Context: an optimization exercise on an open-source flow, tuned for a short achievable clock period and few clock cycles. The choices shown serve that exercise and are no tape-out recipe. Function not checked in this run: the RTL went through the layout flow alone. No activity file was given, so power comes from the tool's default toggle rates.

<file path="flow/run.sh">
#!/bin/bash
# synth_recipe.tcl (not shown) runs the flow's synth.tcl, then flattens the netlist and writes it again
# the make line also repeats each setting of config.mk as NAME=value (left out here)
make -C /OpenROAD-flow-scripts/flow DESIGN_CONFIG=/design/flow/config.mk WORK_HOME=/design/flow/orfs CLKGATE_MAP_FILE= SYNTH_SCRIPT=/design/flow/synth_recipe.tcl finish
</file>
<file path="flow/config.mk">
export PLATFORM = sky130hd
export DESIGN_NAME = main_proc
export DESIGN_NICKNAME = main_proc
export VERILOG_FILES = /design/flow/design.v
export SDC_FILE = /design/flow/constraint.sdc
export NUM_CORES = 4
export LEC_CHECK = 0
export CAP_MARGIN = 20
export CORE_MARGIN = 2
export CORE_UTILIZATION = 40
export PLACE_DENSITY = 0.6
export SLEW_MARGIN = 20
</file>
<file path="flow/constraint.sdc">
create_clock -name core_clock -period 23.0 [get_ports {clock}]
set_input_delay 4.6000 -clock core_clock [delete_from_list [all_inputs] [get_ports {clock}]]
set_output_delay 4.6000 -clock core_clock [all_outputs]
set_load 0.01 [all_outputs]
</file>
<file path="flow/design.v">
module main_controller(instr,ALUop,pc1,pc2,wr_rd,i_m,reg_wr,reg_rd,mem_alu,alu_src,final_rd);
input [31:0]instr;
output reg [2:0]mem_alu;
output reg [1:0]pc1,alu_src;
output reg [3:0]ALUop;
output reg wr_rd,i_m,reg_wr,reg_rd,pc2;
output reg final_rd;
always @*
begin
  ALUop = 4'd0; pc1 = 2'd0; pc2 = 1'd0; wr_rd = 1'd0; i_m = 1'd1;
  reg_rd = 1'd0; reg_wr = 1'd0; mem_alu = 3'd3; final_rd = 1'd1; alu_src = 2'd0;
  case(instr[6:0])
  7'b0110011: begin  
    reg_rd = 1'd1; reg_wr = 1'd1; alu_src = 2'd0;
    case({instr[30],instr[14:12]})
      4'b0000: ALUop = 4'd0;    
      4'b1000: ALUop = 4'd1;    
      4'b0001: ALUop = 4'd2;    
      4'b0010: ALUop = 4'd10;   
      4'b0100: ALUop = 4'd7;    
      4'b0101: ALUop = 4'd3;    
      4'b1101: ALUop = 4'd4;    
      4'b0110: ALUop = 4'd6;    
      4'b0111: ALUop = 4'd5;    
      default: begin reg_rd = 1'd0; reg_wr = 1'd0; end
    endcase
  end
  7'b0010011: begin  
    reg_rd = 1'd1; reg_wr = 1'd1; alu_src = 2'd1;
    case(instr[14:12])
      3'b000: ALUop = 4'd0;     
      3'b010: ALUop = 4'd10;    
      3'b100: ALUop = 4'd7;     
      3'b110: ALUop = 4'd6;     
      3'b111: ALUop = 4'd5;     
      3'b001: begin ALUop = 4'd2; alu_src = 2'd3; end                   
      3'b101: begin ALUop = instr[30] ? 4'd4 : 4'd3; alu_src = 2'd3; end  
      default: begin reg_rd = 1'd0; reg_wr = 1'd0; end
    endcase
  end
  7'b0000011: begin  
    if (instr[14:12] == 3'b010) begin
      ALUop = 4'd0; i_m = 1'd0; reg_rd = 1'd1; reg_wr = 1'd1; final_rd = 1'd0; alu_src = 2'd1;
    end
  end
  7'b1100111: begin  
    if (instr[14:12] == 3'b000) begin
      ALUop = 4'd0; pc1 = 2'd3; pc2 = 1'd1; reg_rd = 1'd1; reg_wr = 1'd1; mem_alu = 3'd0; alu_src = 2'd1;
    end
  end
  7'b0100011: begin  
    if (instr[14:12] == 3'b010) begin
      ALUop = 4'd0; wr_rd = 1'd1; i_m = 1'd0; reg_rd = 1'd1; alu_src = 2'd2;
    end
  end
  7'b1100011: begin  
    reg_rd = 1'd1; pc1 = 2'd2;
    case(instr[14:12])
      3'b000: ALUop = 4'd8;     
      3'b001: ALUop = 4'd11;    
      3'b100: ALUop = 4'd10;    
      3'b101: ALUop = 4'd9;     
      default: begin reg_rd = 1'd0; pc1 = 2'd0; end
    endcase
  end
  7'b1101111: begin pc1 = 2'd1; reg_wr = 1'd1; mem_alu = 3'd0; end  
  7'b0110111: begin reg_wr = 1'd1; mem_alu = 3'd2; end               
  7'b0010111: begin reg_wr = 1'd1; mem_alu = 3'd1; end               
  default: ;
  endcase
end
endmodule
module alu_control(B_INV,shift,sel,CIN,m,s,alu_op);
output reg B_INV,CIN;
output reg [1:0]m,s,shift,sel;
input [3:0]alu_op;
always @*
begin
B_INV = 1'b0; CIN = 1'b0; m = 2'd0; s = 2'd1; shift = 2'd0; sel = 2'd0;
case (alu_op)
4'd0:  begin B_INV = 1'b0; CIN = 1'b0; s = 2'd1; end             
4'd1:  begin B_INV = 1'b1; CIN = 1'b1; s = 2'd1; end             
4'd2:  begin shift = 2'd0; s = 2'd2; end                          
4'd3:  begin shift = 2'd1; s = 2'd2; end                          
4'd4:  begin shift = 2'd2; s = 2'd2; end                          
4'd5:  begin sel = 2'd0; s = 2'd0; end                            
4'd6:  begin sel = 2'd1; s = 2'd0; end                            
4'd7:  begin sel = 2'd2; s = 2'd0; end                            
4'd8:  begin B_INV = 1'b1; CIN = 1'b1; s = 2'd3; m = 2'd0; end   
4'd9:  begin B_INV = 1'b1; CIN = 1'b1; s = 2'd3; m = 2'd1; end   
4'd10: begin B_INV = 1'b1; CIN = 1'b1; s = 2'd3; m = 2'd2; end   
4'd11: begin B_INV = 1'b1; CIN = 1'b1; s = 2'd3; m = 2'd3; end   
default: ;
endcase
end
endmodule
module ALU(A,B,CIN,B_INV,s,m,shift,sel,result,comp,JLR);
input [31:0]A,B;
input [1:0]s,sel,m;
input CIN,B_INV;
input [1:0]shift;
output reg[31:0]result;
output [31:0] JLR;
output reg comp;
wire [31:0]i0,i2;
wire [32:0]i1;
wire [31:0]tempB;
wire bt;
assign  tempB = B_INV?(~B):B;
logical m1(A,tempB,sel,i0);             
sub_add m2(A,tempB,CIN,i1);             
shift   m3(A,B,shift,i2);               
comparison m4(A,tempB,m,bt);            
assign JLR = i1[31:0] & (~(32'd1)) ;
always @*
begin
comp = bt;
case (s)
2'd0: result = i0;
2'd1: result = i1[31:0];
2'd2: result = i2;
default: result = {31'd0, bt};
endcase
end
endmodule
module shift(rs,s_value,x,out);
input [31:0]rs,s_value;
input [1:0]x;
output reg[31:0]out;
always @*
begin
case(x)
2'd0: out = rs << s_value[4:0];
2'd1: out = rs >> s_value[4:0];
default: out = $signed(rs) >>> s_value[4:0];
endcase
end
endmodule
module comparison (A,B,m,bt);
input [31:0]A,B;
input [1:0]m;
output reg bt;
wire [32:0] out;
wire lt;
sub_add A1(A,B,1'b1,out);
assign lt = (A[31] == B[31]) ? A[31] : out[31];
always @*
begin
case (m)
2'd0: bt = (out[31:0] == 32'b0);
2'd1: bt = ~lt;
2'd2: bt = lt;
default: bt = (out[31:0] != 32'b0);
endcase
end
endmodule
module logical(x,y,sel,out);
input [31:0]x,y;
input [1:0]sel;
output reg[31:0]out;
always @*
begin
case (sel)
2'd0: out = (x&y);
2'd1: out = (x|y);
default: out = (x^y);
endcase
end
endmodule
module sub_add(a,b,flag,res);
parameter n = 32;
input [n-1:0]a,b;
input flag;
output [n:0]res;
wire c1,c2,c3,cin;
wire [n-1:n/2]out1,out2;
wire [n+1:0]out;
assign cin = flag;
adder A1(cin,a[((n/2)-1):0],b[((n/2)-1):0],out[((n/2)-1):0],c1);
adder A2(1'b0,a[n-1:n/2],b[n-1:n/2],out1[n-1:n/2],c2);
adder A3(1'b1,a[n-1:n/2],b[n-1:n/2],out2[n-1:n/2],c3);
assign out[n+1:n/2]=c1?{1'b0,c3,out2[n-1:n/2]}:{1'b0,c2,out1[n-1:n/2]};
assign res = flag?({out[n-1],out[n-1:0]}):(out[n:0]);
endmodule
module adder(carryin,x,y,sub_add,carryout);
parameter n = 16;
output [n-1:0]sub_add;
output carryout;
input [n-1:0]x,y;
input carryin;
 wire [n:0]w;
 genvar i;
 assign w[0] = carryin;
 generate
 for (i=0; i<n; i=i+1 )
 begin: nbit_adder
   full_adder fa(w[i],x[i],y[i],sub_add[i],w[i+1]);
 end
 endgenerate
assign carryout = w[n];
endmodule
module full_adder(cin,a,b,sum,cout);
output sum,cout;
input a,b,cin;
assign sum = a^b^cin;
assign cout = (a&b)|(b&cin)|(a&cin);
endmodule
module imm_gen(instr,imm_i,imm_u,imm_s,imm_b,imm_j,shmt_i);
output [31:0]imm_i,imm_u,imm_s,imm_b,imm_j,shmt_i;
input [31:0]instr;
assign imm_i  = {{20{instr[31]}},instr[31:20]};                                   
assign shmt_i = {27'b0,instr[24:20]};                                             
assign imm_s  = {{20{instr[31]}},instr[31:25],instr[11:7]};                       
assign imm_b  = {{19{instr[31]}},instr[31],instr[7],instr[30:25],instr[11:8],1'b0};   
assign imm_j  = {{11{instr[31]}},instr[31],instr[19:12],instr[20],instr[30:21],1'b0};  
assign imm_u  = {instr[31:12],12'b0};                                             
endmodule
module register_file(instr,wr_data,reg_wr,clock,rd1,rd2);
input [31:0]wr_data;
input clock,reg_wr;
output [31:0]rd1,rd2;
input [31:0]instr;
wire [4:0]rs1,rs2,rd;
reg [31:0]mem[1:31];
assign rs1 = instr[19:15];
assign rs2 = instr[24:20];
assign rd  = instr[11:7];
assign rd1 = (rs1 == 5'd0) ? 32'd0 : mem[rs1];
assign rd2 = (rs2 == 5'd0) ? 32'd0 : mem[rs2];
always @(posedge clock)
begin
if (reg_wr && rd != 5'd0)
  mem[rd] <= wr_data;
end
endmodule
module pc_generation(pc_in,pc_out,pc1,pc2,JLR,comp,imm_b,imm_j);
input [31:0]JLR,pc_in,imm_b,imm_j;
input [1:0]pc1;
input pc2,comp;
output [31:0]pc_out;
wire carryout;
wire [31:0] pc_B;
reg [31:0]pc_A;
always @*
begin
case(pc1)
2'd0: pc_A = 32'd4;
2'd1: pc_A = imm_j;
2'd2: pc_A = comp ? imm_b : 32'd4;
default: pc_A = 32'h0;
endcase
end
adder32 X1(1'b0,pc_in,pc_A,pc_B,carryout);
assign pc_out = pc2 ? JLR : pc_B ;
endmodule
module adder32(carryin,x,y,sub_add,carryout);
parameter n = 32;
output [n-1:0]sub_add;
output carryout;
input [n-1:0]x,y;
input carryin;
 wire [n:0]w;
 genvar i;
 assign w[0] = carryin;
 generate
 for (i=0; i<n; i=i+1 )
 begin: nbit_adder
   full_adder1 fa(w[i],x[i],y[i],sub_add[i],w[i+1]);
 end
 endgenerate
assign carryout = w[n];
endmodule
module full_adder1 (cin,a,b,sum,cout);
output sum,cout;
input a,b,cin;
assign sum = a^b^cin;
assign cout = (a&b)|(b&cin)|(a&cin);
endmodule
module main_proc(clock, reset, imem_addr, imem_rdata, dmem_addr, dmem_wdata, dmem_we, dmem_rdata);
input clock, reset;
output [31:0] imem_addr;
input  [31:0] imem_rdata;
output [31:0] dmem_addr;
output [31:0] dmem_wdata;
output        dmem_we;
input  [31:0] dmem_rdata;
localparam S_FETCH = 3'd0, S_DECODE = 3'd1, S_REG = 3'd2, S_EXEC = 3'd3, S_MEM = 3'd4, S_WB = 3'd5;
reg [2:0]  state;
reg [31:0] pc, instr;
wire [3:0] alu_op_d;
wire [1:0] pc1_d, alu_src_d;
wire [2:0] mem_alu_d;
wire pc2_d, wr_rd_d, i_m_d, reg_wr_d, reg_rd_d, final_rd_d;
reg  [3:0] alu_op;
reg  [1:0] pc1, alu_src;
reg  [2:0] mem_alu;
reg  pc2, wr_rd, i_m, reg_wr, final_rd;
wire [31:0] imm_i_d, imm_u_d, imm_s_d, imm_b_d, imm_j_d, shmt_i_d;
reg  [31:0] imm_i, imm_u, imm_s, imm_b, imm_j, shmt_i;
wire [31:0] rf_rd1, rf_rd2;
reg  [31:0] rd1, rd2;
wire B_INV, CIN;
wire [1:0] m, s, shift, sel;
reg  [31:0] alu_B;
wire [31:0] alu_result, JLR, next_pc;
wire comp;
reg  [31:0] result;
reg  [31:0] npc;
wire [31:0] out1, wb_data;
wire we_rf;
main_controller A2(instr, alu_op_d, pc1_d, pc2_d, wr_rd_d, i_m_d, reg_wr_d, reg_rd_d, mem_alu_d, alu_src_d, final_rd_d);
imm_gen A6(instr, imm_i_d, imm_u_d, imm_s_d, imm_b_d, imm_j_d, shmt_i_d);
assign we_rf = (state == S_WB) && reg_wr;
register_file AX(instr, wb_data, we_rf, clock, rf_rd1, rf_rd2);
alu_control A4(B_INV, shift, sel, CIN, m, s, alu_op);
always @*
begin
case (alu_src)
2'd0: alu_B = rd2;
2'd1: alu_B = imm_i;
2'd2: alu_B = imm_s;
default: alu_B = shmt_i;
endcase
end
ALU A5(rd1, alu_B, CIN, B_INV, s, m, shift, sel, alu_result, comp, JLR);
pc_generation A7(pc, next_pc, pc1, pc2, JLR, comp, imm_b, imm_j);
mux3 M3(mem_alu, pc, imm_u, result, out1);
mux1 M1(final_rd, out1, dmem_rdata, wb_data);
always @(posedge clock)
begin
  if (reset) begin
    state <= S_FETCH;
    pc    <= 32'd0;
    result <= 32'd0;
  end else begin
    case (state)
    S_FETCH:  state <= S_DECODE;
    S_DECODE: begin instr <= imem_rdata; state <= S_REG; end
    S_REG: begin
      alu_op <= alu_op_d; pc1 <= pc1_d; pc2 <= pc2_d; wr_rd <= wr_rd_d; i_m <= i_m_d;
      reg_wr <= reg_wr_d; mem_alu <= mem_alu_d; final_rd <= final_rd_d; alu_src <= alu_src_d;
      imm_i <= imm_i_d; imm_u <= imm_u_d; imm_s <= imm_s_d; imm_b <= imm_b_d; imm_j <= imm_j_d; shmt_i <= shmt_i_d;
      rd1 <= rf_rd1; rd2 <= rf_rd2;
      state <= S_EXEC;
    end
    S_EXEC: begin result <= alu_result; npc <= next_pc; state <= S_MEM; end
    S_MEM:  state <= S_WB;
    default: begin pc <= npc; state <= S_FETCH; end
    endcase
  end
end
assign imem_addr  = pc;
assign dmem_addr  = i_m ? 32'd0 : result;    
assign dmem_wdata = rd2;
assign dmem_we    = (state == S_MEM) && wr_rd;
endmodule
module mux1 (final_rd,out1,data_mem,rd);
input final_rd;
input [31:0]out1, data_mem;
output [31:0]rd;
assign rd = final_rd ? out1 : data_mem;
endmodule
module mux3 (mem_alu, pc_in, imm_u, result, out1);
output reg [31:0] out1;
input [2:0]mem_alu;
input [31:0] imm_u,pc_in;
input [31:0]result;
wire [31:0]x1,x2;
wire c1, c2;
adder32 A1(1'b0,pc_in,32'd4,x1,c1);
adder32 A2(1'b0,pc_in,imm_u,x2,c2);
always @*
begin
case(mem_alu)
3'd0: out1 = x1;
3'd1: out1 = x2;
3'd2: out1 = imm_u;
default: out1 = result;
endcase
end
endmodule
</file>
==> results.txt <==
-- final cells by class --
| type | instances | area share [%] |
|---|---|---|
| diodes | 5 | 0.0167 |
| inverters | 169 | 0.847 |
| clock inverters | 63 | 0.655 |
| multi-input cells | 2687 | 37.2 |
| well taps | 2189 | 3.66 |
| repair buffers | 314 | 3.86 |
| flip-flops and latches | 1241 | 48.7 |
| clock buffers | 183 | 5.07 |
-- metrics by stage --
| step | hold slack [ns] | instances | area [sq um] | total power, mW | util (%) |
|---|---|---|---|---|---|
| after floorplan | 0.400 | 4464 | 66100 | 2.89 | - |
| after global placement | 0.449 | 6593 | 70400 | 3.15 | 42.8 |
| after detailed placement | 0.439 | 6593 | 70400 | 3.15 | 42.8 |
| after CTS | 0.453 | 6839 | 74700 | 5.27 | 45.4 |
| after global routing | 0.455 | 6847 | 74900 | 5.40 | 45.5 |
| final | 0.454 | 6851 | 74900 | 5.27 | 45.5 |
-- worst max-delay path: cells and delay by family, from the launching register on --
| kind | cells | cell delay (ns) |
|---|---|---|
| AND/OR/NAND/NOR | 3 | 0.66 |
| AO/OA/AOI/OAI | 7 | 1.52 |
| buffers and inverters | 2 | 0.22 |
| XOR/XNOR | 3 | 0.44 |
| adder cells (fa/ha/maj) | 45 | 18.69 |
| flip-flops | 1 | 0.44 |
-- state kept, by name (all words and copies together), names as in the netlist, 3 cells and up, named ones only --
signal,count
rd1,32
imm_i,12
instr,32
npc,32
alu_op,4
rd2,32
AX.mem,992
pc,32
imm_j,8
imm_s,5
result,32
state,3
-- layout by cell type, fill, tap and decap left out, types with 15 or more instances in the layout --
cell,synthesis,layout
inv_1,169,169
nand2b_1,16,16
o211ai_1,28,28
xnor2_1,36,35
clkdlybuf4s50_1,0,161
nor2b_1,57,54
nor2_4,0,27
clkinv_1,0,28
a21oi_1,227,215
mux2_2,179,179
clkbuf_1,211,35
mux2i_1,334,332
o22ai_1,27,27
mux4_2,432,432
a31oi_1,17,15
buf_4,39,139
o21ai_0,156,154
dfxtp_1,81,78
a22oi_1,41,41
nor3_1,96,91
nor2_1,182,153
o221ai_1,61,61
a211oi_1,26,26
nand3_1,31,31
clkinv_2,0,17
ha_1,96,94
clkbuf_16,0,145
edfxtp_1,1160,1160
and2_1,20,20
fa_1,103,90
nand2_1,215,213
a221oi_1,122,122
-- path summary, 6_finish.rpt --
path,depth (start not counted),to,startpoint
hold reg to reg,0,imm_i[6],instr[26]
setup reg to reg,60,npc[31],alu_src[0]
setup / recovery,60,npc[31],alu_src[0]
hold / removal,0,imm_i[6],instr[26]
-- layer usage --
metal	vias up	part of all wire, %
met5	-	0.043
met4	14	5.2
met3	576	10
met2	2672	46
met1	22900	39
li1	18000	-
-- power by group through the flow --
| stage | Combinational, mW | Sequential [mW] | Clock, mW |
|---|---|---|---|
| 6_report | 0.618 | 2.50 | 2.15 |
| 5_1_grt | 0.645 | 2.50 | 2.25 |
| 4_1_cts | 0.601 | 2.50 | 2.17 |
| 3_5_place_dp | 0.599 | 2.55 | 0 |
| 3_3_place_gp | 0.600 | 2.55 | 0 |
| 2_1_floorplan | 0.358 | 2.54 | 0 |
-- cell families (layout without fill, tap and decap cells) --
family,Yosys count,in the layout,synth area share (%)
compound gates,825,825,8.35
xor+xnor,44,44,0.583
fa+ha+maj,199,199,4.94
buf+inv,536,729,3.44
flops,1241,1241,55.1
mux,947,947,22.9
other cells,0,5,0
simple gates,672,672,4.68
-- what timing repair did --
| item | 4_1_cts | 5_1_grt |
|---|---|---|
| resized for setup | 1 | 25 |
| pin swaps | 0 | 4 |
| endpoints found under the setup margin | 1 | 3 |
| buffers inserted | 0 | 5 |
| gates cloned | 0 | 0 |
==> metrics.cfg <==
[sta]
fin_crit_ns = 22.25
rsz0062_at_grt = no
tightest_slew_ns = 1.23
report.final.hold_viol_count = 0
finalCritPeriodShare_pct = 96.8
fmax_mhz = 44.9
slew_headroom_pct = 15.6
setup_slack_ns = 0.747
setup_viol = 0
drv_slew = 0
fin_tns_setup_ns = 0
final.setup_skew_ns = 0.0319

[critical_path]
cp_common_cell = fa_1
cp.arrival_ns = 22.77
endpoint_kind = flop
required_ns = 23.52
critPathMaxFanout = 4
r2r_slack_ns = 0.75
critPathMaxStageDelay_ns = 0.55
path_class = flop to flop
cp-start-kind = flop
cp_slowest_cell = fa_1

[die]
initial_core_util_pct = 40.2
io_pins = 163
die-area_sq_mm = 0.169
die_w_microns = 411
rows = 149
core_sq_mm = 0.165
die_h_microns = 411

[synth]
synth_edf_count = 1160
ys_async_sr_fraction_pct = 0
synth-seq-area-share_pct = 55.1
netlist_top_cells_area = edfxtp_1, mux4_2, mux2i_1
synth.most_common_cell = edfxtp_1
synth-seq-cells = 1241
syn_inst = 4464
yosysTopAreaCell = edfxtp_1
syn_area_sq_mm = 0.0661
syn-num-nets = 4729
avgSynthCellArea_sq_um = 14.8
yosys_warnings = 10
synth_commonest_cells = edfxtp_1, mux4_2, mux2i_1
ys_types = 84
synth_ff_type = edfxtp_1
synth_top_area_share_pct = 52.7

[min_path]
hp-class = flop to flop

[global_route]
antenna_found_initial = 11
grt_usage_pct = 28.0
grt_use_met1_pct = 38.0
grt_max_degree = 95
grt_use_met3_pct = 6.12
use_met2_pct = 43.2
grt_overflow = 0
grt.busiest_layer = met2
grt_pass1_wl_microns = 333000
grt_pass1_vias = 43300

[power]
ir_drop_uv = 53.5
p_leak_nw = 25.1
sequentialPowerShare_pct = 47.5
swShare_pct = 26.0
switchingPower_mw = 1.37
p_clk_share_pct = 40.8
p_int_mw = 3.90
pwr-share-comb_pct = 11.7
p_per_area_mw_per_mm2 = 70.3

[routing]
viasPerCell = 6.44
antenna_left = 0
drc = 0
vias = 44100
drt_iter0_drc = 6310
first_pass_iters = 8
wirelength_microns = 239000
wl_per_cell_microns = 34.8

[outcome]
outcome = no timing/DRC/antenna violations

[place]
dpl.hpwl_microns = 154000
globalplace.congestion = 1.01
portBuffers = 162
place_ws_ns = 0.133

[final_layout]
nets = 4818
seqCellArea_sq_mm = 0.0365
syn_to_final_growth_pct = 13.3
num-fill-cells = 14300
multiInputGateArea_sq_mm = 0.0279
drive_above_1_share_pct = 22.8

[flow_run]
cap_violations = 0

[clock_network]
numCtsBuffers = 140
cts-htree-levels = 4
clockBufferDepth = 3
clk_latency_ns = 0.81
path_clk_slew_ns = 0.06
clkSinkCount = 1241
cts_tree = yes
ctsHoldBuffers = 0
root_buffer = clkbuf_16

## port drivers added, routing unchanged
The results above use ideal ports. As a check the final layout listed here was re-extracted and re-timed, cells and wires unchanged.
Step 1, drivers: a clkbuf_16 drives clock and a buf_2 each remaining input, both assumed.
Step 2 moves the port delays by t, midway between the first and last clock arrival at a register: inputs arrive t later, outputs are due t later. That takes back most of the time a late clock gives input paths.
Slacks: no drivers / after step 1 / after step 2; pairs: no drivers / after step 1.
t, ns: 0.876
slack for setup (ns): 0.747 / 0.747 / 0.747
worst setup path after step 2: register to register
worst slew at a driven data input, ns: 0.06
cell pins on the clock port's net: 1
After both steps this run still meets setup and hold. For this run, drivers alone change the setup slack by 0.000 ns; drivers and shift together by 0.000 ns.
